This is an optimization exercise on Yosys and OpenROAD, whose aim is small area and a short achievable clock period, not a production implementation. At most, simulation tests tie the RTL to the original design; equivalence was not proved. Only the layout flow was run in runs 1 and 2; the RTL was not checked for function there. Power and IR drop assume default switching activity.

--- constraint.sdc ---
create_clock -name core_clock -period 12.5 [get_ports {clk}]
set_input_delay 2.5000 -clock core_clock [delete_from_list [all_inputs] [get_ports {clk}]]
set_output_delay 2.5000 -clock core_clock [all_outputs]
set_load 0.01 [all_outputs]
--- design.v ---
`default_nettype none
module isqrt_pipe
   (input  wire clk,
    input  wire  [14:0] x,
    output logic [7:0] root);
    function automatic [17:0] sstep(input [9:0] rem, input [7:0] rt, input [1:0] xb);
        logic [9:0] t, trial, d;
        t     = {rem[7:0], xb};
        trial = {rt, 2'b01};
        d     = t - trial;
        if (t >= trial) sstep = {d, rt[6:0], 1'b1};
        else            sstep = {t, rt[6:0], 1'b0};
    endfunction
    logic [15:0] xx;
    assign xx = {1'b0, x};
    logic [3:0] rem1;
    logic [2:0] rt1;
    logic [9:0] x1;
    logic [17:0] a0, a1, a2;
    assign a0 = sstep(10'd0, 8'd0, xx[15:14]);
    assign a1 = sstep(a0[17:8], a0[7:0], xx[13:12]);
    assign a2 = sstep(a1[17:8], a1[7:0], xx[11:10]);
    always_ff @(posedge clk) begin
        rem1 <= a2[11:8];
        rt1  <= a2[2:0];
        x1   <= xx[9:0];
    end
    logic [5:0] rem2;
    logic [4:0] rt2;
    logic [5:0] x2;
    logic [17:0] b0, b1;
    assign b0 = sstep({6'd0, rem1}, {5'd0, rt1}, x1[9:8]);
    assign b1 = sstep(b0[17:8], b0[7:0], x1[7:6]);
    always_ff @(posedge clk) begin
        rem2 <= b1[13:8];
        rt2  <= b1[4:0];
        x2   <= x1[5:0];
    end
    logic [7:0] rem3;
    logic [6:0] rt3;
    logic [1:0] x3;
    logic [17:0] c0, c1;
    assign c0 = sstep({4'd0, rem2}, {3'd0, rt2}, x2[5:4]);
    assign c1 = sstep(c0[17:8], c0[7:0], x2[3:2]);
    always_ff @(posedge clk) begin
        rem3 <= c1[15:8];
        rt3  <= c1[6:0];
        x3   <= x2[1:0];
    end
    logic [9:0] t4, trial4;
    assign t4     = {rem3, x3};
    assign trial4 = {1'b0, rt3, 2'b01};
    always_ff @(posedge clk)
        root <= {rt3, (t4 >= trial4)};
endmodule
`default_nettype none
module udiv
   (input  wire clk,
    input  wire  [14:0] dividend,
    input  wire  [7:0]  divisor,
    output logic [7:0]  quotient);
    function automatic [7:0] dstep(input [6:0] rem, input b, input [7:0] dv);
        logic [8:0] t, d;
        t = {1'b0, rem, b};
        d = t - {1'b0, dv};
        if (!d[8]) dstep = {1'b1, d[6:0]};
        else       dstep = {1'b0, t[6:0]};
    endfunction
    function automatic [8:0] qstep(input [6:0] rem, input [1:0] b, input [7:0] dv);
        logic [10:0] x, d1, d2, d3;
        x  = {2'b00, rem, b};
        d1 = x - {3'b000, dv};
        d2 = x - {2'b00, dv, 1'b0};
        d3 = x - {3'b000, dv} - {2'b00, dv, 1'b0};
        if (!d3[10])      qstep = {2'd3, d3[6:0]};
        else if (!d2[10]) qstep = {2'd2, d2[6:0]};
        else if (!d1[10]) qstep = {2'd1, d1[6:0]};
        else              qstep = {2'd0, x[6:0]};
    endfunction
    logic [2:0]  remA;
    logic [11:0] ddA;
    logic [7:0]  dvA;
    logic [7:0]  a14, a13, a12;
    assign a14 = dstep(7'd0, dividend[14], divisor);
    assign a13 = dstep({6'd0, a14[0]}, dividend[13], divisor);
    assign a12 = dstep({5'd0, a13[1:0]}, dividend[12], divisor);
    always_ff @(posedge clk) begin
        remA <= a12[2:0];
        ddA  <= dividend[11:0];
        dvA  <= divisor;
    end
    logic [4:0] remB;
    logic [9:0] ddB;
    logic [7:0] dvB;
    logic [8:0] b10;
    assign b10 = qstep({4'd0, remA}, ddA[11:10], dvA);
    always_ff @(posedge clk) begin
        remB <= b10[4:0];
        ddB  <= ddA[9:0];
        dvB  <= dvA;
    end
    logic [6:0] remC;
    logic [7:0] ddC;
    logic [7:0] dvC;
    logic [8:0] c8;
    assign c8 = qstep({2'd0, remB}, ddB[9:8], dvB);
    always_ff @(posedge clk) begin
        remC <= c8[6:0];
        ddC  <= ddB[7:0];
        dvC  <= dvB;
    end
    logic [6:0] remD;
    logic [5:0] ddD;
    logic [7:0] dvD;
    logic [1:0] quoD;
    logic [8:0] d6;
    assign d6 = qstep(remC, ddC[7:6], dvC);
    always_ff @(posedge clk) begin
        remD <= d6[6:0];
        ddD  <= ddC[5:0];
        dvD  <= dvC;
        quoD <= d6[8:7];
    end
    logic [6:0] remE;
    logic [3:0] ddE;
    logic [7:0] dvE;
    logic [3:0] quoE;
    logic [8:0] e4;
    assign e4 = qstep(remD, ddD[5:4], dvD);
    always_ff @(posedge clk) begin
        remE <= e4[6:0];
        ddE  <= ddD[3:0];
        dvE  <= dvD;
        quoE <= {quoD, e4[8:7]};
    end
    logic [6:0] remF;
    logic [1:0] ddF;
    logic [7:0] dvF;
    logic [5:0] quoF;
    logic [8:0] f2;
    assign f2 = qstep(remE, ddE[3:2], dvE);
    always_ff @(posedge clk) begin
        remF <= f2[6:0];
        ddF  <= ddE[1:0];
        dvF  <= dvE;
        quoF <= {quoE, f2[8:7]};
    end
    logic [6:0] remG;
    logic       ddG;
    logic [7:0] dvG;
    logic [6:0] quoG;
    logic [7:0] g1;
    assign g1 = dstep(remF, ddF[1], dvF);
    always_ff @(posedge clk) begin
        remG <= g1[6:0];
        ddG  <= ddF[0];
        dvG  <= dvF;
        quoG <= {quoF, g1[7]};
    end
    logic [8:0] t0;
    assign t0       = {1'b0, remG, ddG};
    assign quotient = {quoG, (t0 >= {1'b0, dvG})};
endmodule
`default_nettype none
module RMS
   (input  wire  signed [7:0] s_TDATA,
    input  wire  s_TVALID,
    output logic [7:0] rms_TDATA,
    output logic filled,
    input  wire  clk, reset_n);
    function automatic [22:0] sqparts(input [7:0] x);
        logic signed [4:0] h;
        logic [4:0] l;
        logic signed [9:0] hh, hl, ll;
        h  = {x[7], x[7:4]};
        l  = {1'b0, x[3:0]};
        hh = h * h;
        ll = l * l;
        hl = h * $signed(l);
        sqparts = {hl[7:0], hh[6:0], ll[7:0]};
    endfunction
    function automatic [14:0] sqjoin(input [22:0] p);
        logic [15:0] s;
        s = {1'b0, p[14:0]} + {{3{p[22]}}, p[22:15], 5'd0};
        sqjoin = s[14:0];
    endfunction
    logic signed [7:0] x0, x1;
    logic v0, v1;
    logic [22:0] sqp1;
    always_ff @(posedge clk) begin
        if (~reset_n) begin
            v0 <= 1'b0;
            v1 <= 1'b0;
        end else begin
            v0 <= s_TVALID;
            v1 <= v0;
        end
    end
    always_ff @(posedge clk) begin
        x0   <= s_TDATA;
        x1   <= x0;
        sqp1 <= sqparts(x0);
    end
    logic [8*254-1:0] sr;
    logic [22:0] last_p;
    logic [14:0] tail_sq;
    always_ff @(posedge clk)
        if (v1) begin
            sr      <= {sr[8*253-1:0], x1};
            last_p  <= sqparts(sr[8*254-1 -: 8]);
            tail_sq <= sqjoin(last_p);
        end
    logic [8:0] cntr;
    assign filled = cntr[8];
    always_ff @(posedge clk)
        if (~reset_n)
            cntr <= '0;
        else if (v1 & ~filled)
            cntr <= cntr + 1'b1;
    logic [22:0] sum;
    always_ff @(posedge clk)
        if (~reset_n)
            sum <= '0;
        else if (v1)
            sum <= sum + {8'd0, sqp1[14:0]} + {{10{sqp1[22]}}, sqp1[22:15], 5'd0}
                       - {8'd0, (filled ? tail_sq : 15'd0)};
    isqrt_pipe sqrt0 (.clk(clk), .x(sum[22:8]), .root(rms_TDATA));
endmodule
`default_nettype none
module AGC
  #(parameter TARGET  = 81,
    parameter WINDOW_2N = 8,
    parameter INIT_POS = 128)
   (input  wire [7:0] S_TDATA,
    input  wire S_TVALID,
    output logic [7:0] M_TDATA,
    output logic M_TVALID,
    input wire clk, reset_n);
    logic [7:0] rms_tdata;
    logic filled;
    RMS rms_0(.s_TDATA(S_TDATA), .s_TVALID(S_TVALID),
              .rms_TDATA(rms_tdata), .filled(filled),
              .clk(clk), .reset_n(reset_n));
    logic [7:0] current_pos;
    logic [7:0] current_pos_n;    
    logic [7:0] pos_d;
    logic [14:0] product;
    always_ff @(posedge clk) begin
        pos_d   <= ~current_pos_n;
        product <= pos_d * TARGET;
    end
    logic [7:0] quotient;
    udiv div_0 (.clk(clk), .dividend(product), .divisor(rms_tdata),
                .quotient(quotient));
    logic [8:0] vchain;
    always_ff @(posedge clk)
        if (~reset_n) vchain <= '0;
        else          vchain <= {vchain[7:0], filled};
    logic div_out_tvalid;
    assign div_out_tvalid = vchain[8];
    always_ff @(posedge clk) begin
        if (~reset_n)
            current_pos <= INIT_POS;
        else if (div_out_tvalid)
            current_pos <= quotient;
    end
    always_ff @(posedge clk) begin
        if (~reset_n)
            current_pos_n <= ~INIT_POS;
        else if (div_out_tvalid)
            current_pos_n <= ~quotient;
    end
    always_ff @(posedge clk)
        if (~reset_n) M_TVALID <= 0;
        else          M_TVALID <= div_out_tvalid;
    assign M_TDATA = current_pos;
endmodule
--- run.sh ---
#!/bin/bash
# synth_recipe.tcl (not shown) runs the flow's synth.tcl, then flattens the netlist and writes it again
# the make line also repeats each setting of config.mk as NAME=value (left out here)
make -C /OpenROAD-flow-scripts/flow DESIGN_CONFIG=/design/flow/config.mk WORK_HOME=/design/flow/orfs CLKGATE_MAP_FILE= SYNTH_SCRIPT=/design/flow/synth_recipe.tcl finish
--- config.mk ---
export PLATFORM = sky130hd
export DESIGN_NAME = AGC
export DESIGN_NICKNAME = AGC
export VERILOG_FILES = /design/flow/design.v
export SDC_FILE = /design/flow/constraint.sdc
export NUM_CORES = 4
export LEC_CHECK = 0
export CAP_MARGIN = 20
export CORE_MARGIN = 2
export CORE_UTILIZATION = 40
export SLEW_MARGIN = 20
==> results of run 1 <==
-- path summary, 6_finish.rpt --
check                         start  slack, ns  depth (start not counted)                   to
setup / recovery     current_pos[2]       8.17                          1           M_TDATA[2]
hold / removal           product[0]       0.30                          0         div_0.ddA[0]
setup reg to reg  rms_0.sqrt0.x2[4]       8.18                         15  rms_0.sqrt0.rem3[4]
hold reg to reg          product[0]       0.30                          0         div_0.ddA[0]
-- layout make-up --
type / count / share of cell area, %
antenna: 1 / 0.00269
clock buffer: 284 / 6.38
clock inverter: 133 / 1.59
inverter: 257 / 1.04
multi-input combinational: 1455 / 12.9
sequential: 2405 / 73.9
tap: 2688 / 3.61
timing repair buffer: 43 / 0.515
-- kinds of logic after synthesis --
group	after synthesis	share of synthesized area [%]
DFF	2405	84.0
and+or+nand+nor	459	2.77
AOI/OAI and AO/OA	417	3.27
adders and majority gates	365	6.19
buffers and inverters	293	1.36
xor gates and xnor gates	150	1.61
muxes	64	0.817
-- cell usage after synthesis (30+ instances only) --
| master | number |
|---|---|
| mux2i_1 | 44 |
| a21oi_1 | 127 |
| nor2b_1 | 59 |
| nor2_1 | 113 |
| ha_1 | 297 |
| nand2_1 | 118 |
| nand2b_1 | 33 |
| fa_1 | 68 |
| inv_1 | 256 |
| and2_1 | 50 |
| a21o_1 | 61 |
| xor2_1 | 39 |
| edfxtp_1 | 2067 |
| clkbuf_1 | 30 |
| xnor2_1 | 110 |
| dfxtp_1 | 338 |
| o21ai_0 | 84 |
-- per-stage QoR --
step / utilization [%] / setup slack, ns / setup TNS [ns]
after CTS: 45.6 / 8.06 / 0
after floorplan: - / -3.04 / -5130.56
after global placement: 41.9 / 8.09 / 0
after global routing: 45.6 / 7.86 / 0
after detailed placement: 41.9 / 8.17 / 0
final: 45.6 / 8.17 / 0
-- power breakdown --
| part | internal [W] | switching (W) | leakage [nW] |
|---|---|---|---|
| combinational | 0.00170 | 0.00216 | 7.14 |
| sequential | 0.00895 | 0.000192 | 16.3 |
| clock | 0.00384 | 0.00286 | 3.61 |
| total | 0.0145 | 0.00522 | 27.1 |
-- cell usage in the layout, fill, tap and decap left out, drive strengths merged, types with 59 or more instances in the layout --
| master | count |
|---|---|
| a21oi | 132 |
| dfxtp | 338 |
| nor2 | 117 |
| xnor2 | 111 |
| ha | 297 |
| nand2 | 118 |
| a21o | 61 |
| edfxtp | 2067 |
| o21ai | 88 |
| inv | 262 |
| clkbuf | 284 |
| fa | 68 |
| nor2b | 59 |
| clkinv | 99 |
-- state kept, by name, indices dropped and copies added, names as in the netlist, 10 cells and up --
name	count
rms_0.last_p	21
rms_0.sqp1	19
product	15
rms_0.tail_sq	14
rms_0.sum	23
div_0.ddB	10
rms_0.sqrt0.x1	10
rms_0.sr	2032
div_0.ddA	12
-- layer usage --
metal,GRT usage [%],vias up,share of wire (%)
li1,-,16000,-
met1,16.0,16700,52
met2,14.7,427,42
met3,2.35,204,3.8
met4,3.58,0,2.2
met5,0,-,0
==> metrics.cfg, run 1 <==
[floorplanning]
die_h_um = 457
coreArea_um2 = 204000
dieArea_um2 = 209000
io_pins = 20
rows = 166
die_w_um = 457
start_util_pct = 40.1

[clocking]
hold_buffers = 0
root_buffer = clkbuf_16
clkLatencyLatePin_ns = 0.83
clock-sinks = 2405
ctsResizeCount = 0
postCtsSetupRepairBufs = 0
cts_tree = yes
cts_buffers = 223
clk_pin_slew_ns = 0.06
cts_buffer_depth = 3
cts_max_level = 4

[synth]
synth_area_leader_cell = edfxtp_1
synthTopCellsByArea = edfxtp_1 76%, dfxtp_1 8.3%, ha_1 4.5%, fa_1 1.7%, xnor2_1 1.2%
syn_area_um2 = 82000
netlist_instances = 4153
ys_seq_elements = 2405
synth-async-reset-ratio_pct = 0
synth_top_cell_area_share_pct = 75.7
syn_avg_cell_area_um2 = 19.7
ys_types = 70
synth_edf_count = 2067
yosys_warnings = 4
synth_seq_area_share_pct = 84.0
ys.flop_type = edfxtp_1

[grt]
grt_pass1_wl_mm = 178
grt_pass1_vias = 33000
grt-ovfl-total = 0
antenna_found_initial = 4
grt_start_max_net_pins = 214
grt_use_total_pct = 10.5

[timing]
worst_hold_slack_ns = 0.305
drv_slew = 0
fin_crit_ns = 4.33
setup_viol = 0
max_clock_freq_ghz = 0.231
skew_ns = 0.0412
min_period_over_period_pct = 34.7
hold_violations = 0
max_slew.worst_pin.slew_ns = 1.15
rsz0062_at_grt = no
slew_headroom_pct = 23.4

[detailed_routing]
num_vias = 33300
wl_mm = 110
vias_per_cell = 4.59
first_iter_violations = 2511
detail_route.wl_per_cell_um = 15.2
drcViolationCount = 0
ant_nets = 0
firstDrtPassIters = 7

[critical_path]
crit_arrival_ns = 1.83
max_stage_delay_ns = 0.58
cp_data_required_time_ns = 10.00
worstSetupEndpointType = output port
cp_cell_sequence = clkdlybuf4s50_1
crit_fanout = 2
cp_top_family = buffers and inverters
slowest_stage = clkdlybuf4s50_1
start_kind = flop
worstSetupPathType = reg2out
worst-path-buf-inv = 1

[place]
numPortBuffers = 19
dp_hpwl_mm = 59.1
place_inst = 6846
gp_congestion = 0.803
dpl_cell_area_um2 = 85600

[finish]
final_nets = 4761
area_growth_pct = 13.6
drive_gt1_share_pct = 8.80
regArea_um2 = 68800
multi_input_area_um2 = 12000
fin_area_um2 = 93100
fillers = 17000
stdcell_count = 7266

[run]
max-cap-violations = 0

[pwr]
p_leak_nw = 27.1
power_density_nw_per_um2 = 212
power_w = 0.0197
peakVddDrop_mv = 0.150

[hold_path]
hp-class = reg2reg

[status]
status = finished clean

==> run 2, diff against run 1 <==
--- a/design.v
+++ b/design.v
@@ -169,4 +169,5 @@
     output logic filled,
     input  wire  clk, reset_n);
+    localparam NPAIRS = 126;
     function automatic [22:0] sqparts(input [7:0] x);
         logic signed [4:0] h;
@@ -185,5 +186,16 @@
         sqjoin = s[14:0];
     endfunction
-    logic signed [7:0] x0, x1;
+    function automatic [14:0] pack(input [7:0] a, input [7:0] b);
+        if (a[7])      pack = {2'b10, 5'd0, b};
+        else if (b[7]) pack = {2'b11, 6'd0, a[6:0]};
+        else           pack = {1'b0, a[6:0], b[6:0]};
+    endfunction
+    function automatic [15:0] unpack(input [14:0] p);    
+        if (!p[14])     unpack = {1'b0, p[13:7], 1'b0, p[6:0]};
+        else if (!p[13]) unpack = {8'd128, p[7:0]};
+        else            unpack = {1'b0, p[6:0], 8'd128};
+    endfunction
+    logic signed [7:0] x0;
+    logic [7:0] a1;
     logic v0, v1;
     logic [22:0] sqp1;
@@ -199,15 +211,25 @@
     always_ff @(posedge clk) begin
         x0   <= s_TDATA;
-        x1   <= x0;
+        a1   <= x0[7] ? 8'd0 - x0 : x0;
         sqp1 <= sqparts(x0);
     end
-    logic [8*254-1:0] sr;
-    logic [22:0] last_p;
-    logic [14:0] tail_sq;
-    always_ff @(posedge clk)
-        if (v1) begin
-            sr      <= {sr[8*253-1:0], x1};
-            last_p  <= sqparts(sr[8*254-1 -: 8]);
-            tail_sq <= sqjoin(last_p);
+    logic ph;
+    always_ff @(posedge clk)
+        if (~reset_n)  ph <= 1'b0;
+        else if (v1)   ph <= ~ph;
+    logic [7:0] held;
+    always_ff @(posedge clk)
+        if (v1 & ~ph) held <= a1;
+    logic [15*NPAIRS-1:0] psr;
+    logic [15:0] last_ab;
+    logic [45:0] last_p;       
+    logic [14:0] tail_a, tail_b;
+    assign last_ab = unpack(psr[15*NPAIRS-1 -: 15]);
+    always_ff @(posedge clk)
+        if (v1 & ph) begin
+            psr    <= {psr[15*(NPAIRS-1)-1:0], pack(held, a1)};
+            last_p <= {sqparts(last_ab[15:8]), sqparts(last_ab[7:0])};
+            tail_a <= sqjoin(last_p[45:23]);
+            tail_b <= sqjoin(last_p[22:0]);
         end
     logic [8:0] cntr;
@@ -218,4 +240,6 @@
         else if (v1 & ~filled)
             cntr <= cntr + 1'b1;
+    logic [14:0] tail;
+    assign tail = ~filled ? 15'd0 : ph ? tail_b : tail_a;
     logic [22:0] sum;
     always_ff @(posedge clk)
@@ -224,5 +248,5 @@
         else if (v1)
             sum <= sum + {8'd0, sqp1[14:0]} + {{10{sqp1[22]}}, sqp1[22:15], 5'd0}
-                       - {8'd0, (filled ? tail_sq : 15'd0)};
+                       - {8'd0, tail};
     isqrt_pipe sqrt0 (.clk(clk), .x(sum[22:8]), .root(rms_TDATA));
 endmodule
==> run 2 against run 1 <==
Compared with the run above:
- still clean
- die area fell by 0.90%
- combinational power rose by 19%
- sequential share of layout area fell by 2.5 points
- utilization rose by 0.091 points
==> metrics.cfg, run 2 <==
[status]
status = finished clean

[detailed_routing]
vias_per_cell = 4.65
first_iter_violations = 2571
drcViolationCount = 0
firstDrtPassIters = 5
wl_mm = 114
num_vias = 34500
detail_route.wl_per_cell_um = 15.3
ant_nets = 0

[grt]
antenna_found_initial = 0
grt-ovfl-total = 0
grt_start_max_net_pins = 192
grt_pass1_wl_mm = 184
grt_use_total_pct = 11.0
grt_pass1_vias = 34600

[floorplanning]
dieArea_um2 = 207000
io_pins = 20
start_util_pct = 40.2
die_h_um = 455
die_w_um = 455
rows = 165
coreArea_um2 = 202000

[critical_path]
r2r_cells = 4
slowest_stage = buf_4
r2r_start = rms_0.ph
worst-path-buf-inv = 3
cp_cell_sequence = and2_4, buf_4, buf_4, buf_4
cp_top_family = buffers and inverters
regToRegSetupSlack_ns = 7.76
cp_data_required_time_ns = 12.90
crit_fanout = 77
start_kind = flop
worstSetupPathType = reg2reg
worstSetupEndpointType = flop
crit_arrival_ns = 5.15
rr_endpoint = rms_0.psr[985]
crit_top_cell = buf_4
max_stage_delay_ns = 0.84

[hold_path]
hp-class = reg2reg
min_to = rms_0.sqrt0.x2[2]
hp-start = rms_0.sqrt0.x1[2]
whs_path_depth = 0

[finish]
top_regs = rms_0.psr: 1890 flops, rms_0.last_p: 42 flops, rms_0.sum: 23 flops
fin_area_um2 = 92300
registers.top_by_ff_count = rms_0.psr
layout_commonest_cell = edfxtp_1
diodes = 0
largest_reg_flops = 1890
final_nets = 4992
area_growth_pct = 13.6
drive_gt1_share_pct = 9.14
final_cell_mix = 1968 x edfxtp_1, 339 x dfxtp_1, 334 x ha_1

[clocking]
hold_buffers = 0
cts_tree = yes
clkLatencyLatePin_ns = 0.86
cts_buffer_depth = 3
ctsResizeCount = 0
cts_buffers = 220
root_buffer = clkbuf_16
postCtsSetupRepairBufs = 0
clk_pin_slew_ns = 0.06
clock-sinks = 2308
cts_max_level = 4

[synth]
yosys_warnings = 4
syn_area_um2 = 81200
synth_commonest_cells = 1968 x edfxtp_1, 340 x dfxtp_1, 334 x ha_1
ys.flop_type = edfxtp_1
ys_types = 81
syn_avg_cell_area_um2 = 18.7
synth_area_leader_cell = edfxtp_1
synth-async-reset-ratio_pct = 0
synth_seq_area_share_pct = 81.1
synth_top_cell_area_share_pct = 72.8
synth_edf_count = 1968
yosysMostFrequentCell = edfxtp_1
ys_seq_elements = 2308
synthTopCellsByArea = edfxtp_1 73%, dfxtp_1 8.4%, ha_1 5.1%, fa_1 1.9%, inv_1 1.3%
netlist_instances = 4345

[timing]
min_period_over_period_pct = 38.0
max_slew.worst_pin.slew_ns = 1.07
fin_setup_tns_ns = 0
skew_ns = 0.110
hold_violations = 0
slew_headroom_pct = 28.9
worst_hold_slack_ns = 0.304
drv_slew = 0
max_clock_freq_ghz = 0.211
fin_crit_ns = 4.74
setup_viol = 0
rsz0062_at_grt = no

[place]
gp_congestion = 0.824
numPortBuffers = 19
dp_hpwl_mm = 65.1
dpl_cell_area_um2 = 84800

[pwr]
power_w = 0.0201
power_density_nw_per_um2 = 217
peakVddDrop_mv = 0.164
p_leak_nw = 28.1

[run]
max-cap-violations = 0

==> run 2: routing by layer <==
metal	vias to the layer above	track usage, %	wire length (µm)
met5	-	0	0
met4	0	4.13	3150
met3	220	2.39	4580
met2	498	15.8	48400
met1	17100	16.3	57800
li1	16700	-	-
==> run 2: per-stage QoR <==
stage	std cells	utilization (%)	setup WS, ns
3_5_place_dp	7018	42.0	7.73
6_report	7433	45.7	7.76
4_1_cts	7433	45.7	7.70
3_3_place_gp	7018	42.0	7.86
2_1_floorplan	4347	-	-2.08
5_1_grt	7433	45.7	7.41
==> run 2: area by class of cell <==
cell class                 instances  area [µm²]
clock buffer                     290        5930
clock inverter                   125        1500
fill                           17000      110000
inverter                         290        1090
multi-input combinational       1705       14100
sequential                      2308       65900
tap                             2672        3340
timing repair buffer              43         423
==> run 2: logic make-up (layout without fill, tap and decap cells) <==
group           Yosys count  in the layout  share of synthesized area (%)
flops                  2308           2308                           81.1
simple gates            554            554                           3.39
compound gates          478            478                           3.85
fa+ha+maj               413            413                           7.09
buf+inv                 334            748                           1.56
xor+xnor                173            173                           1.87
mux                      83             83                           1.09
other cells               2              4                        0.00925
==> run 2: how the worst max path moves through the flow <==
stage	slack, ns	startpoint	cells past startpoint	end
2_1_floorplan	-2.08	rms_0.ph	3	rms_0.last_p[0]
3_3_place_gp	7.86	rms_0.ph	4	rms_0.psr[715]
3_5_place_dp	7.73	rms_0.ph	4	rms_0.psr[925]
4_1_cts	7.70	rms_0.ph	4	rms_0.psr[910]
5_1_grt	7.41	rms_0.ph	4	rms_0.psr[940]
6_report	7.76	rms_0.ph	4	rms_0.psr[985]
==> run 2: report_power, final <==
part	leakage [nW]	switching, W	internal [W]
Sequential	16.5	0.000222	0.00859
Combinational	8.06	0.00259	0.00202
Clock	3.61	0.00281	0.00383
Total	28.1	0.00562	0.0144
==> run 3, diff against run 2 <==
--- a/design.v
+++ b/design.v
@@ -172,5 +172,5 @@
     function automatic [22:0] sqparts(input [7:0] x);
         logic signed [4:0] h;
-        logic [4:0] l;
+        logic signed [4:0] l;
         logic signed [9:0] hh, hl, ll;
         h  = {x[7], x[7:4]};
@@ -178,5 +178,5 @@
         hh = h * h;
         ll = l * l;
-        hl = h * $signed(l);
+        hl = h * l;
         sqparts = {hl[7:0], hh[6:0], ll[7:0]};
     endfunction
==> flow/run.sh (new file) <==
#!/bin/bash
set -euo pipefail
bash standard.sh SETUP_SLACK_MARGIN=8.8 finish > flow_make.log 2>&1
==> standard.sh (new file) <==
#!/bin/bash
# synth_recipe.tcl (not shown) runs the flow's synth.tcl, then flattens the netlist and writes it again
# the make line also repeats each setting of config.mk as NAME=value (left out here)
make -C /OpenROAD-flow-scripts/flow DESIGN_CONFIG=/design/flow/config.mk WORK_HOME=/design/flow/orfs CLKGATE_MAP_FILE= SYNTH_SCRIPT=/design/flow/synth_recipe.tcl "${@:-finish}"
--- a/config.mk
+++ b/config.mk
@@ -9,3 +9,5 @@
 export CORE_MARGIN = 2
 export CORE_UTILIZATION = 40
+export CTS_CLUSTER_DIAMETER = 100
+export CTS_CLUSTER_SIZE = 30
 export SLEW_MARGIN = 20
removed: run.sh
==> run 3 against run 2 <==
Compared with the run above:
- first-iteration DRC count is 0.51% lower
- fmax is 25% higher
- final area is 3.8% lower
- sequential power hardly changed
- sequential share of layout area is 2.9 points higher
- critical path depth is 11 higher
- synthesized area stayed put
- flip-flop and latch count stayed put
- clock power is 44% lower
- setup slack better by 0.96 ns
- wire length is 1.3% lower
==> metrics.cfg, run 3 <==
[timing]
skew_ns = 0.0248
hold_violations = 0
max_clock_freq_ghz = 0.264
drv_slew = 0
rsz0062_at_grt = yes
min_period_over_period_pct = 30.3
setup_viol = 0
max_slew.worst_pin.slew_ns = 1.02
slew_headroom_pct = 31.8
fin_crit_ns = 3.78

[synth]
ys_types = 81
ys.flop_type = edfxtp_1
yosys_warnings = 4
synthTopCellsByArea = edfxtp_1 73%, dfxtp_1 8.4%, ha_1 5.1%, fa_1 1.9%, inv_1 1.3%
syn_avg_cell_area_um2 = 18.7
synth_edf_count = 1968
synth_seq_area_share_pct = 81.1
syn_area_um2 = 81200
synth_top_cell_area_share_pct = 72.8
synth-async-reset-ratio_pct = 0
synth_area_leader_cell = edfxtp_1
netlist_instances = 4345
synth_commonest_cells = 1968 x edfxtp_1, 340 x dfxtp_1, 334 x ha_1
ys_seq_elements = 2308
yosysMostFrequentCell = edfxtp_1

[floorplanning]
coreArea_um2 = 202000
rows = 165
die_h_um = 455
die_w_um = 455
io_pins = 20
dieArea_um2 = 207000
start_util_pct = 40.2

[critical_path]
slowest_stage = fa_1
crit_arrival_ns = 4.28
max_stage_delay_ns = 0.56
crit_fanout = 5
cp_cell_sequence = buf_6, nand2_4, and2_4, nand2b_4, fa_1, fa_1, inv_1, fa_1, ha_2, inv_2, fa_2, inv_2, a21o_1, a21oi_2, xnor2_1
crit_top_cell = fa_1
cp_top_family = adder cells
start_kind = flop
worstSetupEndpointType = flop
worstSetupPathType = reg2reg
worst-path-buf-inv = 4
cp_data_required_time_ns = 13.00

[grt]
antenna_found_initial = 0
grt_start_max_net_pins = 192
grt_use_total_pct = 10.7
grt_pass1_vias = 33300
grt-ovfl-total = 0
grt_pass1_wl_mm = 179

[hold_path]
hp-class = reg2reg

[finish]
diodes = 0
fillers = 17400
final_nets = 4906
final_cell_mix = 1968 x edfxtp_1, 324 x dfxtp_1, 310 x ha_1
top_regs = rms_0.psr: 1890 flops, rms_0.last_p: 42 flops, rms_0.sum: 23 flops
stdcell_count = 7209
registers.top_by_ff_count = rms_0.psr
drive_gt1_share_pct = 8.57
layout_commonest_cell = edfxtp_1
largest_reg_flops = 1890
area_growth_pct = 9.27

[pwr]
power_w = 0.0176
p_leak_nw = 26.2
power_density_nw_per_um2 = 198
peakVddDrop_mv = 0.139

[detailed_routing]
firstDrtPassIters = 7
first_iter_violations = 2558
vias_per_cell = 4.70
wl_mm = 112
drcViolationCount = 0
num_vias = 33900
detail_route.wl_per_cell_um = 15.6
ant_nets = 0

[place]
numPortBuffers = 19
gp_congestion = 0.824
place_inst = 7018
dp_hpwl_mm = 65.1

[clocking]
cts_buffer_depth = 3
clk_pin_slew_ns = 0.11
clock-sinks = 2308
hold_buffers = 0
cts_tree = yes
cts_buffers = 93
clkLatencyLatePin_ns = 0.75
root_buffer = clkbuf_16
cts_max_level = 3

[status]
status = finished clean

[run]
max-cap-violations = 0

## run 3: cell count changes in the layout (fill, tap and decap cells not counted), moves of 13 or more
| cell | change |
|---|---|
| clkbuf_16 | -126 |
| clkinv_2 | -47 |
| clkinv_1 | -27 |
| buf_4 | +26 |
| ha_1 | -24 |
| bufinv_16 | -22 |
| clkbuf_1 | -22 |
| ha_4 | +17 |
| dfxtp_1 | -15 |
| o21ai_0 | -15 |
| inv_1 | -13 |
## run 3: final cells by class
cell class / count / area (µm²) / share of cell area, %
flip-flops and latches: 2308 / 65900 / 74.3
multi-input cells: 1707 / 14700 / 16.6
well taps: 2672 / 3340 / 3.77
clock buffers: 128 / 2500 / 2.82
inverters: 290 / 1100 / 1.23
repair buffers: 82 / 842 / 0.949
clock inverters: 22 / 312 / 0.351
## run 3: where the power goes
part / switching [W] / internal, W
logic: 0.00279 / 0.00234
clock network: 0.00222 / 0.00147
registers: 0.000221 / 0.00857
## run 3: per-stage QoR
step                      worst slack [ns]   TNS, ns  area, µm²  util [%]  hold WS, ns
after floorplan                      -2.08  -4067.14      81300         -        0.310
after global placement                7.86         0      84800      42.0        0.310
after detailed placement              7.73         0      84800      42.0        0.312
after CTS                             8.63         0      88200      43.7        0.338
after global routing                  8.60         0      88800      44.0        0.338
final                                 8.72         0      88800      44.0        0.335
## run 3: cells by family after synthesis
group           share of synthesized area (%)
buf+inv                                  1.56
fa+ha+maj                                7.09
xor+xnor                                 1.87
simple gates                             3.39
other cells                           0.00925
mux                                      1.09
compound gates                           3.85
flops                                    81.1
## run 3: repair_timing
action | CTS | global route
gates resized for setup | 149 | 105
hold endpoints to repair | 0 | 0
cloned | 2 | 1
pin swaps | 27 | 43
endpoints found under the setup margin | 1186 | 464
setup buffers | 24 | 14
## run 3: metal layers
metal	up-vias	routed length [µm]	global-route usage, %
met1	17100	57600	16.0
met5	-	0	0
met2	341	49000	16.1
met4	0	2580	2.75
met3	147	3380	1.85
li1	16300	-	-
## run 3: worst paths after layout
| kind | startpoint | end | slack, ns | cells past startpoint |
|---|---|---|---|---|
| max | rms_0.psr[1889] | rms_0.last_p[22] | 8.72 | 15 |
| min | div_0.quoF[3] | div_0.quoG[4] | 0.33 | 0 |
| max reg2reg | rms_0.psr[1889] | rms_0.last_p[22] | 8.72 | 15 |
| min reg2reg | div_0.quoF[3] | div_0.quoG[4] | 0.33 | 0 |
==> run 4, diff against run 3 <==
--- a/design.v
+++ b/design.v
@@ -197,7 +197,5 @@
     endfunction
     logic signed [7:0] x0;
-    logic [7:0] a1;
     logic v0, v1;
-    logic [22:0] sqp1;
     always_ff @(posedge clk) begin
         if (~reset_n) begin
@@ -209,9 +207,4 @@
         end
     end
-    always_ff @(posedge clk) begin
-        x0   <= s_TDATA;
-        a1   <= x0[7] ? 8'd0 - x0 : x0;
-        sqp1 <= sqparts(x0);
-    end
     logic ph;
     always_ff @(posedge clk)
@@ -240,6 +233,20 @@
         else if (v1 & ~filled)
             cntr <= cntr + 1'b1;
-    logic [14:0] tail;
-    assign tail = ~filled ? 15'd0 : ph ? tail_b : tail_a;
+    logic [22:0] x0_p;
+    logic [14:0] tail_now, tail_next, next_a;
+    logic        filled_next;
+    assign x0_p        = sqparts(x0);
+    assign next_a      = sqjoin(last_p[45:23]);
+    assign tail_now    = ph ? tail_b : tail_a;
+    assign tail_next   = ~v1 ? tail_now : ph ? next_a : tail_b;
+    assign filled_next = filled | (v1 & (cntr == 9'd255));
+    logic [7:0]  a1;
+    logic [15:0] delta;        
+    always_ff @(posedge clk) begin
+        x0    <= s_TDATA;
+        a1    <= x0[7] ? 8'd0 - x0 : x0;
+        delta <= {1'b0, x0_p[14:0]} + {{3{x0_p[22]}}, x0_p[22:15], 5'd0}
+               - {1'b0, (filled_next ? tail_next : 15'd0)};
+    end
     logic [22:0] sum;
     always_ff @(posedge clk)
@@ -247,6 +254,5 @@
             sum <= '0;
         else if (v1)
-            sum <= sum + {8'd0, sqp1[14:0]} + {{10{sqp1[22]}}, sqp1[22:15], 5'd0}
-                       - {8'd0, tail};
+            sum <= sum + {{7{delta[15]}}, delta};
     isqrt_pipe sqrt0 (.clk(clk), .x(sum[22:8]), .root(rms_TDATA));
 endmodule
==> run 4 against run 3 <==
Compared with the run above:
- still clean on timing, DRC and antenna
- sequential power fell by 1%
- sequential share of layout area barely moved
- via count barely moved
- fmax fell by 18%
- register-to-register slack got worse by 0.85 ns
- critical path depth rose by 4
- largest cell class unchanged
- highest routed layer unchanged
==> metrics.cfg, run 4 <==
[status]
status = finished clean

[critical_path]
slowest_stage = fa_1
cp_cell_sequence = inv_4, nand2_2, fa_1, fa_1, fa_2, inv_2, ha_4, inv_2, fa_2, xnor2_2, fa_1, ha_4, nand2_2, or3_4, a211oi_4, o21ai_1, nand2b_1, a21oi_2, xnor2_1
start_kind = flop
worst-path-buf-inv = 3
cp_top_family = adder cells
crit_top_cell = fa_1
r2r_start = rms_0.x0[0]
critPathLaunch = rms_0.x0[0]
max_stage_delay_ns = 0.52
cp_data_required_time_ns = 13.13
worstSetupEndpointType = flop
crit_fanout = 2
worstSetupPathType = reg2reg
crit_arrival_ns = 5.27

[clocking]
clkLatencyLatePin_ns = 0.74
cts_buffers = 88
root_buffer = clkbuf_16
hold_buffers = 0
cts_buffer_depth = 3
cts_tree = yes
clock-sinks = 2304
cts_max_level = 3
clk_pin_slew_ns = 0.12

[place]
dp_hpwl_mm = 64.6
gp_congestion = 0.783
dpl_cell_area_um2 = 84800
place_ws_ns = 7.22
numPortBuffers = 19

[synth]
ys_seq_elements = 2304
ys_types = 73
synthTopCellsByArea = edfxtp_1 73%, dfxtp_1 8.3%, ha_1 5.2%, fa_1 1.6%, xnor2_1 1.4%
yosysMostFrequentCell = edfxtp_1
synth_area_leader_cell = edfxtp_1
netlist_instances = 4362
syn_area_um2 = 81200
synth-async-reset-ratio_pct = 0
ys.flop_type = edfxtp_1
synth_top_cell_area_share_pct = 72.8
synth_seq_area_share_pct = 81.1
synth_commonest_cells = 1968 x edfxtp_1, 339 x ha_1, 336 x dfxtp_1
synth_edf_count = 1968
syn_avg_cell_area_um2 = 18.6
yosys_warnings = 4

[timing]
setup_viol = 0
min_period_over_period_pct = 37.1
fin_crit_ns = 4.64
fin_setup_tns_ns = 0
worst_slack_ns = 7.86
worst_hold_slack_ns = 0.313
slew_headroom_pct = 30.5
hold_violations = 0
max_clock_freq_ghz = 0.216
rsz0062_at_grt = yes
max_slew.worst_pin.slew_ns = 1.04
drv_slew = 0
skew_ns = 0.0576

[finish]
top_regs = rms_0.psr: 1890 flops, rms_0.last_p: 42 flops, rms_0.sum: 23 flops
registers.top_by_ff_count = rms_0.psr
largest_reg_flops = 1890
layout_commonest_cell = edfxtp_1
area_growth_pct = 9.29
final_nets = 4928
drive_gt1_share_pct = 8.53
final_cell_mix = 1968 x edfxtp_1, 328 x ha_1, 312 x dfxtp_1
fin_area_um2 = 88700

[grt]
grt_pass1_vias = 32800
grt_pass1_wl_mm = 178
grt-ovfl-total = 0
antenna_found_initial = 9
grt_use_total_pct = 10.6
grt_start_max_net_pins = 190

[detailed_routing]
firstDrtPassIters = 7
drcViolationCount = 0
wl_mm = 112
num_vias = 33900
vias_per_cell = 4.67
first_iter_violations = 2732
ant_nets = 0
detail_route.wl_per_cell_um = 15.5

[hold_path]
hp-start = div_0.ddB[6]
hp-class = reg2reg

[pwr]
peakVddDrop_mv = 0.137
p_leak_nw = 26.3
power_density_nw_per_um2 = 182
power_w = 0.0162

[floorplanning]
rows = 165
coreArea_um2 = 202000
dieArea_um2 = 207000
die_w_um = 455
start_util_pct = 40.2
die_h_um = 455
io_pins = 20

[run]
max-cap-violations = 0

## run 4: final timing paths
check                          to  slack (ns)  depth (start not counted)
setup / recovery  rms_0.delta[14]        7.86                         19
hold / removal       div_0.ddC[6]        0.31                          0
setup reg to reg  rms_0.delta[14]        7.86                         19
hold reg to reg      div_0.ddC[6]        0.31                          0
## run 4: final cells by class
class | instances | area, µm²
fillers | 17400 | 113000
flip-flops and latches | 2304 | 65900
multi-input cells | 1729 | 14600
well taps | 2672 | 3340
clock buffers | 141 | 2440
repair buffers | 107 | 1150
inverters | 282 | 1070
clock inverters | 11 | 205
diodes | 1 | 2.50
## run 4: cells by family (layout without fill, tap and decap cells)
group / count (synthesis) / count (layout) / share of synthesized area (%)
compound gates: 511 / 511 / 4.06
xor+xnor: 189 / 189 / 2.04
fa+ha+maj: 405 / 405 / 6.85
buf+inv: 333 / 541 / 1.56
flops: 2304 / 2304 / 81.1
mux: 96 / 96 / 1.23
other cells: 2 / 6 / 0.00925
simple gates: 522 / 523 / 3.16
## run 4: power breakdown
group	total (W)	switching, W	internal (W)
logic	0.00392	0.00209	0.00183
registers	0.00870	0.000168	0.00853
clock network	0.00355	0.00215	0.00140
total	0.0162	0.00441	0.0118
## run 4: timing repair
| item | 4_1_cts | 5_1_grt |
|---|---|---|
| setup buffers | 39 | 22 |
| cloned | 3 | 0 |
| gates resized for setup | 167 | 96 |
| pin swaps | 42 | 40 |
| endpoints found under the setup margin | 405 | 646 |
## run 4: per-layer routing
metal  wire, µm  track usage (%)  share of wire (%)  vias up
met5          0                0                  0        -
met4       2530             2.74                2.3        0
met3       2750             1.56                2.5      147
met2      49300             15.9                 44      281
met1      57400             16.1                 51    17100
li1           -                -                  -    16400
## run 4: stage by stage
| stage | util [%] | std cells |
|---|---|---|
| after detailed placement | 42.0 | 7029 |
| after global routing | 43.9 | 7247 |
| after floorplan | - | 4365 |
| after global placement | 42.0 | 7029 |
| final | 43.9 | 7247 |
| after CTS | 43.7 | 7223 |
==> run 5, diff against run 4 <==
--- a/design.v
+++ b/design.v
@@ -181,8 +181,15 @@
         sqparts = {hl[7:0], hh[6:0], ll[7:0]};
     endfunction
-    function automatic [14:0] sqjoin(input [22:0] p);
+    function automatic [14:0] sqmag(input [7:0] a);
+        logic [3:0] h, l;
+        logic [7:0] hh, ll, hl;
         logic [15:0] s;
-        s = {1'b0, p[14:0]} + {{3{p[22]}}, p[22:15], 5'd0};
-        sqjoin = s[14:0];
+        h  = a[7:4];
+        l  = a[3:0];
+        hh = h * h;
+        ll = l * l;
+        hl = h * l;
+        s  = {1'b0, hh[6:0], ll} + {3'd0, hl[7:0], 5'd0};
+        sqmag = s[14:0];
     endfunction
     function automatic [14:0] pack(input [7:0] a, input [7:0] b);
@@ -215,15 +222,18 @@
         if (v1 & ~ph) held <= a1;
     logic [15*NPAIRS-1:0] psr;
-    logic [15:0] last_ab;
-    logic [45:0] last_p;       
+    logic [15:0] last_ab;      
+    logic [14:0] next_a, next_b;
     logic [14:0] tail_a, tail_b;
-    assign last_ab = unpack(psr[15*NPAIRS-1 -: 15]);
     always_ff @(posedge clk)
         if (v1 & ph) begin
-            psr    <= {psr[15*(NPAIRS-1)-1:0], pack(held, a1)};
-            last_p <= {sqparts(last_ab[15:8]), sqparts(last_ab[7:0])};
-            tail_a <= sqjoin(last_p[45:23]);
-            tail_b <= sqjoin(last_p[22:0]);
+            psr     <= {psr[15*(NPAIRS-1)-1:0], pack(held, a1)};
+            last_ab <= unpack(psr[15*NPAIRS-1 -: 15]);
+            tail_a  <= next_a;
+            tail_b  <= next_b;
         end
+    always_ff @(posedge clk) begin
+        next_a <= sqmag(last_ab[15:8]);
+        next_b <= sqmag(last_ab[7:0]);
+    end
     logic [8:0] cntr;
     assign filled = cntr[8];
@@ -233,19 +243,17 @@
         else if (v1 & ~filled)
             cntr <= cntr + 1'b1;
-    logic [22:0] x0_p;
-    logic [14:0] tail_now, tail_next, next_a;
+    logic [14:0] tail_now, tail_next;
     logic        filled_next;
-    assign x0_p        = sqparts(x0);
-    assign next_a      = sqjoin(last_p[45:23]);
     assign tail_now    = ph ? tail_b : tail_a;
     assign tail_next   = ~v1 ? tail_now : ph ? next_a : tail_b;
     assign filled_next = filled | (v1 & (cntr == 9'd255));
     logic [7:0]  a1;
-    logic [15:0] delta;        
+    logic [22:0] sqp1;
+    logic [14:0] tail1;        
     always_ff @(posedge clk) begin
         x0    <= s_TDATA;
         a1    <= x0[7] ? 8'd0 - x0 : x0;
-        delta <= {1'b0, x0_p[14:0]} + {{3{x0_p[22]}}, x0_p[22:15], 5'd0}
-               - {1'b0, (filled_next ? tail_next : 15'd0)};
+        sqp1  <= sqparts(x0);
+        tail1 <= filled_next ? tail_next : 15'd0;
     end
     logic [22:0] sum;
@@ -254,5 +262,6 @@
             sum <= '0;
         else if (v1)
-            sum <= sum + {{7{delta[15]}}, delta};
+            sum <= sum + {8'd0, sqp1[14:0]} + {{10{sqp1[22]}}, sqp1[22:15], 5'd0}
+                       - {8'd0, tail1};
     isqrt_pipe sqrt0 (.clk(clk), .x(sum[22:8]), .root(rms_TDATA));
 endmodule
@@ -283,10 +292,10 @@
     udiv div_0 (.clk(clk), .dividend(product), .divisor(rms_tdata),
                 .quotient(quotient));
-    logic [8:0] vchain;
+    logic [3:0] vcnt;
     always_ff @(posedge clk)
-        if (~reset_n) vchain <= '0;
-        else          vchain <= {vchain[7:0], filled};
+        if (~reset_n)                  vcnt <= '0;
+        else if (filled & (vcnt != 9)) vcnt <= vcnt + 1'b1;
     logic div_out_tvalid;
-    assign div_out_tvalid = vchain[8];
+    assign div_out_tvalid = (vcnt == 9);
     always_ff @(posedge clk) begin
         if (~reset_n)
==> flow/run.sh (replaced) <==
#!/bin/bash
set -euo pipefail
bash standard.sh SETUP_SLACK_MARGIN=8.9 finish > flow_make.log 2>&1
--- a/config.mk
+++ b/config.mk
@@ -8,6 +8,7 @@
 export CAP_MARGIN = 20
 export CORE_MARGIN = 2
-export CORE_UTILIZATION = 40
+export CORE_UTILIZATION = 60
 export CTS_CLUSTER_DIAMETER = 100
-export CTS_CLUSTER_SIZE = 30
+export CTS_CLUSTER_SIZE = 25
+export PLACE_DENSITY = 0.72
 export SLEW_MARGIN = 20
==> run 5 against run 4 <==
Compared with the run above:
- critical endpoint is now M_TDATA[0]
- sequential share of layout area grew 1.2 points
- non-clock buffer count fell by 18
- first-iteration DRC count grew 0.40%
- register-to-register slack improved by 1.1 ns
- clock skew down 0.025 ns
==> metrics.cfg, run 5 <==
[hold_path]
whs_path_depth = 0
hp-class = reg2reg

[timing]
slew_headroom_pct = 25.7
max_slew.worst_pin.slew_ns = 1.11
setup_viol = 0
hold_violations = 0
max_clock_freq_ghz = 0.270
fin_setup_tns_ns = 0
drv_slew = 0
fin_crit_ns = 3.70
skew_ns = 0.0326
rsz0062_at_grt = yes
min_period_over_period_pct = 29.6

[detailed_routing]
drcViolationCount = 0
wl_mm = 117
first_iter_violations = 2743
num_vias = 34200
firstDrtPassIters = 5
ant_nets = 0
detail_route.wl_per_cell_um = 18.4
vias_per_cell = 5.40

[floorplanning]
die_h_um = 372
start_util_pct = 60.6
coreArea_um2 = 134000
rows = 134
dieArea_um2 = 138000
die_w_um = 372
io_pins = 20

[place]
dp_hpwl_mm = 65.2
numPortBuffers = 19
gp_congestion = 0.813
place_inst = 6121

[finish]
final_cell_mix = 1942 x edfxtp_1, 355 x dfxtp_1, 314 x ha_1
registers.top_by_ff_count = rms_0.psr
final_nets = 4918
drive_gt1_share_pct = 7.72
largest_reg_flops = 1890
layout_commonest_cell = edfxtp_1
area_growth_pct = 7.71
top_regs = rms_0.psr: 1890 flops, rms_0.sum: 23 flops, rms_0.sqp1: 21 flops
fillers = 8924
diodes = 0
stdcell_count = 6330

[clocking]
clock-sinks = 2319
root_buffer = clkbuf_16
cts_tree = yes
clkLatencyLatePin_ns = 0.73
hold_buffers = 0
cts_buffers = 103
cts_buffer_depth = 3
clk_pin_slew_ns = 0.09
cts_max_level = 3

[synth]
synth-async-reset-ratio_pct = 0
synth_top_cell_area_share_pct = 71.9
synthTopCellsByArea = edfxtp_1 72%, dfxtp_1 9.3%, ha_1 5.0%, fa_1 1.7%, inv_1 1.4%
ys.flop_type = edfxtp_1
synth_area_leader_cell = edfxtp_1
syn_avg_cell_area_um2 = 18.6
netlist_instances = 4365
syn_area_um2 = 81100
yosys_warnings = 4
yosysMostFrequentCell = edfxtp_1
ys_seq_elements = 2319
synth_edf_count = 1942
synth_seq_area_share_pct = 81.2
synth_commonest_cells = 1942 x edfxtp_1, 377 x dfxtp_1, 325 x ha_1
ys_types = 71

[critical_path]
crit_arrival_ns = 1.20
cp_cell_sequence = buf_6
worstSetupEndpointType = output port
worst-path-buf-inv = 1
cp_data_required_time_ns = 10.00
max_stage_delay_ns = 0.37
cp_top_family = flip-flops
path_depth = 1
start_kind = flop
slowest_stage = dfxtp_4
worstSetupPathType = reg2out
r2r_cells = 16
crit_fanout = 2

[grt]
grt_pass1_wl_mm = 181
antenna_found_initial = 2
grt_use_total_pct = 16.8
grt-ovfl-total = 0
grt_pass1_vias = 33200
grt_start_max_net_pins = 220

[pwr]
power_density_nw_per_um2 = 193
peakVddDrop_mv = 0.271
p_leak_nw = 26.5

[status]
status = finished clean

[run]
max-cap-violations = 0

run 5: cell types whose count changed after synthesis, sizes merged, moves of 15 or more:
cell	previous run	this run
dfxtp	336	377
and2	39	67
edfxtp	1968	1942
a211oi	27	51
inv	281	301
xnor2	130	111
and3	29	12
a21oi	148	133
run 5: final cells by class:
| cell class | count | area [µm²] | area share (%) |
|---|---|---|---|
| timing repair buffer | 89 | 955 | 1.09 |
| clock buffer | 145 | 2760 | 3.16 |
| clock inverter | 8 | 126 | 0.145 |
| multi-input combinational | 1700 | 14300 | 16.3 |
| sequential | 2319 | 65900 | 75.4 |
| inverter | 301 | 1140 | 1.30 |
| tap | 1768 | 2210 | 2.53 |
run 5: power by group:
group          total (W)  internal [W]  switching, W  leakage (nW)
clock network    0.00372       0.00156       0.00216          1.39
logic            0.00433       0.00199       0.00234          8.44
registers        0.00880       0.00859      0.000218          16.6
total             0.0169        0.0121       0.00472          26.5
run 5: worst paths after layout:
kind | from | to | slack (ns)
hold reg to reg | div_0.ddE[0] | div_0.ddF[0] | 0.33
hold / removal | div_0.ddE[0] | div_0.ddF[0] | 0.33
setup / recovery | current_pos[0] | M_TDATA[0] | 8.80
setup reg to reg | rms_0.last_ab[1] | rms_0.next_b[14] | 9.01
run 5: metrics by stage:
step | utilization (%) | setup WS (ns) | total power [W] | cell area, µm² | hold slack (ns)
5_1_grt | 65.3 | 8.70 | 0.0178 | 87300 | 0.339
3_5_place_dp | 62.4 | 7.70 | 0.0129 | 83500 | 0.312
3_3_place_gp | 62.4 | 7.69 | 0.0128 | 83500 | 0.311
6_report | 65.3 | 8.80 | 0.0169 | 87300 | 0.329
4_1_cts | 64.8 | 8.71 | 0.0168 | 86700 | 0.335
2_1_floorplan | - | -1.99 | 0.0121 | 81200 | 0.310
run 5: kinds of logic (layout without fill, tap and decap cells):
family                   after synthesis  in the layout  synth area share, %
XOR/XNOR                             160            160                 1.73
buffers and inverters                350            543                 1.66
AO/OA/AOI/OAI                        516            518                 4.19
AND/OR/NAND/NOR                      526            528                 3.22
multiplexers                         101            101                 1.30
adder cells (fa/ha/maj)              393            393                 6.69
flip-flops                          2319           2319                 81.2
run 5: what timing repair did:
item,in CTS,in global routing
buffers inserted,22,24
pin swaps,7,38
endpoints found under the setup margin,1041,532
resized for setup,82,86
cloned,3,4
run 5: routing by layer:
layer  vias to the layer above  share of wire, %  track usage (%)
met4                         0               2.0             3.89
li1                      16400                 -                -
met3                       138               3.4             2.55
met2                       464                45             25.8
met5                         -                 0                0
met1                     17200                49             25.8
==> run 6, diff against run 5 <==
--- a/config.mk
+++ b/config.mk
@@ -6,4 +6,5 @@
 export NUM_CORES = 4
 export LEC_CHECK = 0
+export ABC_AREA = 1
 export CAP_MARGIN = 20
 export CORE_MARGIN = 2
==> run 6 against run 5 <==
Compared with the run above:
- still clean on timing, DRC and antenna
- register-to-register slack better by 0.02 ns
- critical endpoint is now M_TDATA[5]
- clock skew up 0.0039 ns
- highest routed layer is now met5
- global-route usage down 0.22 points
- largest cell class unchanged
- clock-buffer cell count up 8
==> metrics.cfg, run 6 <==
[status]
status = finished clean

[floorplanning]
rows = 135
io_pins = 20
die_w_um = 373
dieArea_um2 = 139000
start_util_pct = 60.3
die_h_um = 373
coreArea_um2 = 135000

[synth]
syn_avg_cell_area_um2 = 16.6
synth_compound_area_share_pct = 3.03
synth_commonest_cells = 1942 x edfxtp_1, 583 x nand2_1, 547 x inv_1
netlist_instances = 4902
yosys_warnings = 4
ys_types = 53
synthTopCellsByArea = edfxtp_1 71%, dfxtp_1 9.2%, ha_1 5.0%, nand2_1 2.7%, inv_1 2.5%
synth_top_family_by_area = adder cells
syn_area_um2 = 81600
synthMuxAreaShare_pct = 0.0399
synth_simple_gate_area_share_pct = 5.17
synth_area_leader_cell = edfxtp_1
synth_top_cell_area_share_pct = 71.5
ys_seq_elements = 2319
synth_xor_area_share_pct = 1.60
synth_edf_count = 1942
synth-async-reset-ratio_pct = 0
yosysMostFrequentCell = edfxtp_1
ys.flop_type = edfxtp_1
synth_fa_ha_area_share_pct = 6.65
synth_seq_area_share_pct = 80.7

[hold_path]
hp-start = div_0.quoF[2]
hp-class = reg2reg

[finish]
final_nets = 5435
largest_reg_flops = 1890
multi_input_area_um2 = 13600
drive_gt1_share_pct = 5.29
fillers = 9292
top_regs = rms_0.psr: 1890 flops, rms_0.sum: 23 flops, rms_0.sqp1: 21 flops
diodes = 0
area_growth_pct = 7.23
layout_commonest_cell = edfxtp_1
fin_util_pct = 64.7
registers.top_by_ff_count = rms_0.psr
regArea_um2 = 65900
final_cell_mix = 1942 x edfxtp_1, 577 x nand2_1, 540 x inv_1
stdcell_count = 6870

[critical_path]
start_kind = flop
cp_cell_sequence = buf_6
worst-path-buf-inv = 1
cp_data_required_time_ns = 10.00
worstSetupEndpointType = output port
crit_fanout = 2
max_stage_delay_ns = 0.36
crit_arrival_ns = 1.19
r2r_cells = 17
r2r_start = rms_0.last_ab[2]
crit_path_end = M_TDATA[5]
rr_endpoint = rms_0.next_b[13]
path_depth = 1
critPathLaunch = current_pos[5]
worstSetupPathType = reg2out
regToRegSetupSlack_ns = 9.03
slowest_stage = dfxtp_2
cp_top_family = flip-flops

[clocking]
root_buffer = clkbuf_16
cts_tree = yes
cts_buffers = 104
clock-sinks = 2319
clkLatencyLatePin_ns = 0.74
clk_pin_slew_ns = 0.10
cts_buffer_depth = 3
cts_max_level = 3

[place]
place_inst = 6676
gp_congestion = 0.863
numPortBuffers = 19
dp_hpwl_mm = 67.4

[detailed_routing]
detail_route.wl_per_cell_um = 16.9
wl_mm = 116
highest_layer = met5
num_vias = 36000
first_iter_violations = 2705
dr_wl_met2_mm = 53.2
ant_nets = 0
wirelength_met1_mm = 56.3
firstDrtPassIters = 5
vias_per_cell = 5.24
drcViolationCount = 0
met3_length_mm = 4.22

[timing]
setup_viol = 0
slew_headroom_pct = 26.2
max_clock_freq_ghz = 0.271
fin_crit_ns = 3.69
hold_violations = 0
min_period_over_period_pct = 29.5
skew_ns = 0.0365
rsz0062_at_grt = yes
drv_slew = 0
fin_setup_tns_ns = 0
max_slew.worst_pin.slew_ns = 1.11

[pwr]
p_leak_nw = 28.3
peakVddDrop_mv = 0.120
power_w = 0.0157
power_density_nw_per_um2 = 179

[grt]
grt_pass1_wl_mm = 185
antenna_found_initial = 2
grt_pass1_vias = 35100
grt_use_total_pct = 16.6
grt_start_max_net_pins = 199
grt-ovfl-total = 0

[run]
max-cap-violations = 0

run 6: what timing repair did:
item,in CTS,in global routing
setup endpoints to repair,1271,607
gates resized for setup,64,34
hold buffers,0,0
cloned,2,0
pin swaps,0,13
hold endpoints to repair,0,0
setup buffers,13,14
run 6: final cells by class:
class                      count  share of cell area [%]
clock inverter                11                   0.186
timing repair inverter         1                  0.0100
tap                         1781                    2.55
timing repair buffer          70                   0.815
sequential                  2319                    75.3
multi-input combinational   1983                    15.5
clock buffer                 153                    3.27
inverter                     552                    2.40
run 6: worst min-delay path by stage:
stage	cells after the start	end	slack [ns]
4_1_cts	0	div_0.ddB[3]	0.33
3_5_place_dp	0	div_0.ddA[10]	0.31
3_3_place_gp	0	div_0.ddB[3]	0.31
6_report	0	div_0.quoG[3]	0.33
2_1_floorplan	0	div_0.ddA[0]	0.31
5_1_grt	0	div_0.ddA[2]	0.33
run 6: through the flow:
step / hold slack [ns] / cell area [µm²] / setup slack, ns
floorplan: 0.310 / 81700 / 6.51
global placement: 0.310 / 84100 / 7.94
detailed placement: 0.312 / 84100 / 7.90
CTS: 0.334 / 87300 / 8.74
global route: 0.335 / 87500 / 8.75
finish: 0.329 / 87500 / 8.81
run 6: routing by layer:
layer  track usage, %  vias to the layer above
met5                0                        -
met4             4.36                        2
met1             25.0                    17800
met3             2.13                      155
li1                 -                    17500
met2             26.0                      524
run 6: worst register-to-register path, delay by kind of cell (launching register included):
family | cells | cell delay (ns)
AO/OA/AOI/OAI | 2 | 0.39
XOR/XNOR | 1 | 0.13
adder cells (fa/ha/maj) | 4 | 1.81
buffers and inverters | 3 | 0.19
flip-flops | 1 | 0.41
AND/OR/NAND/NOR | 7 | 0.44
run 6: power breakdown:
part / switching [W] / internal [W]
sequential: 0.000167 / 0.00853
clock: 0.00217 / 0.00163
combinational: 0.00201 / 0.00121
run 6: cell families after synthesis:
family | after synthesis
multiplexers | 3
AO/OA/AOI/OAI | 452
adder cells (fa/ha/maj) | 393
XOR/XNOR | 149
buffers and inverters | 600
flip-flops | 2319
AND/OR/NAND/NOR | 986

==> what the ideal ports hide <==
The results above use ideal ports. As a check the final layouts listed here were re-extracted and re-timed, cells and wires unchanged. Step 1 assumes that a clkbuf_16 drives the clock port and a buf_2 every other input. Step 2, shift: input delay + t, output delay - t, t = (earliest + latest rising clock arrival at the registers) / 2. This alone moves slack from input paths to output paths. a / b / c = ideal ports / drivers / drivers and shift; a / b = the first two.
run | t, ns | slack for setup (ns) | hold slack, ns | cell pins on the clock port's net
run 1 | 0.887 | 8.165 / 8.089 / 8.175 | 0.305 / 0.305 / 0.305 | 1
run 2 | 0.887 | 7.756 / 7.756 / 7.756 | 0.304 / 0.304 / 0.304 | 1
run 3 | 0.811 | 8.717 / 8.677 / 8.264 | 0.335 / 0.335 / 0.335 | 1
run 4 | 0.795 | 7.865 / 7.865 / 7.865 | 0.313 / 0.313 / 0.313 | 1
run 5 | 0.794 | 8.800 / 8.725 / 8.236 | 0.329 / 0.329 / 0.329 | 1
run 6 | 0.796 | 8.813 / 8.736 / 8.424 | 0.329 / 0.329 / 0.329 | 1
After both steps setup and hold are still met in every run listed. The setup slack of run 5, which loses most, moves by -0.075 ns with the drivers and by -0.564 ns with both steps.
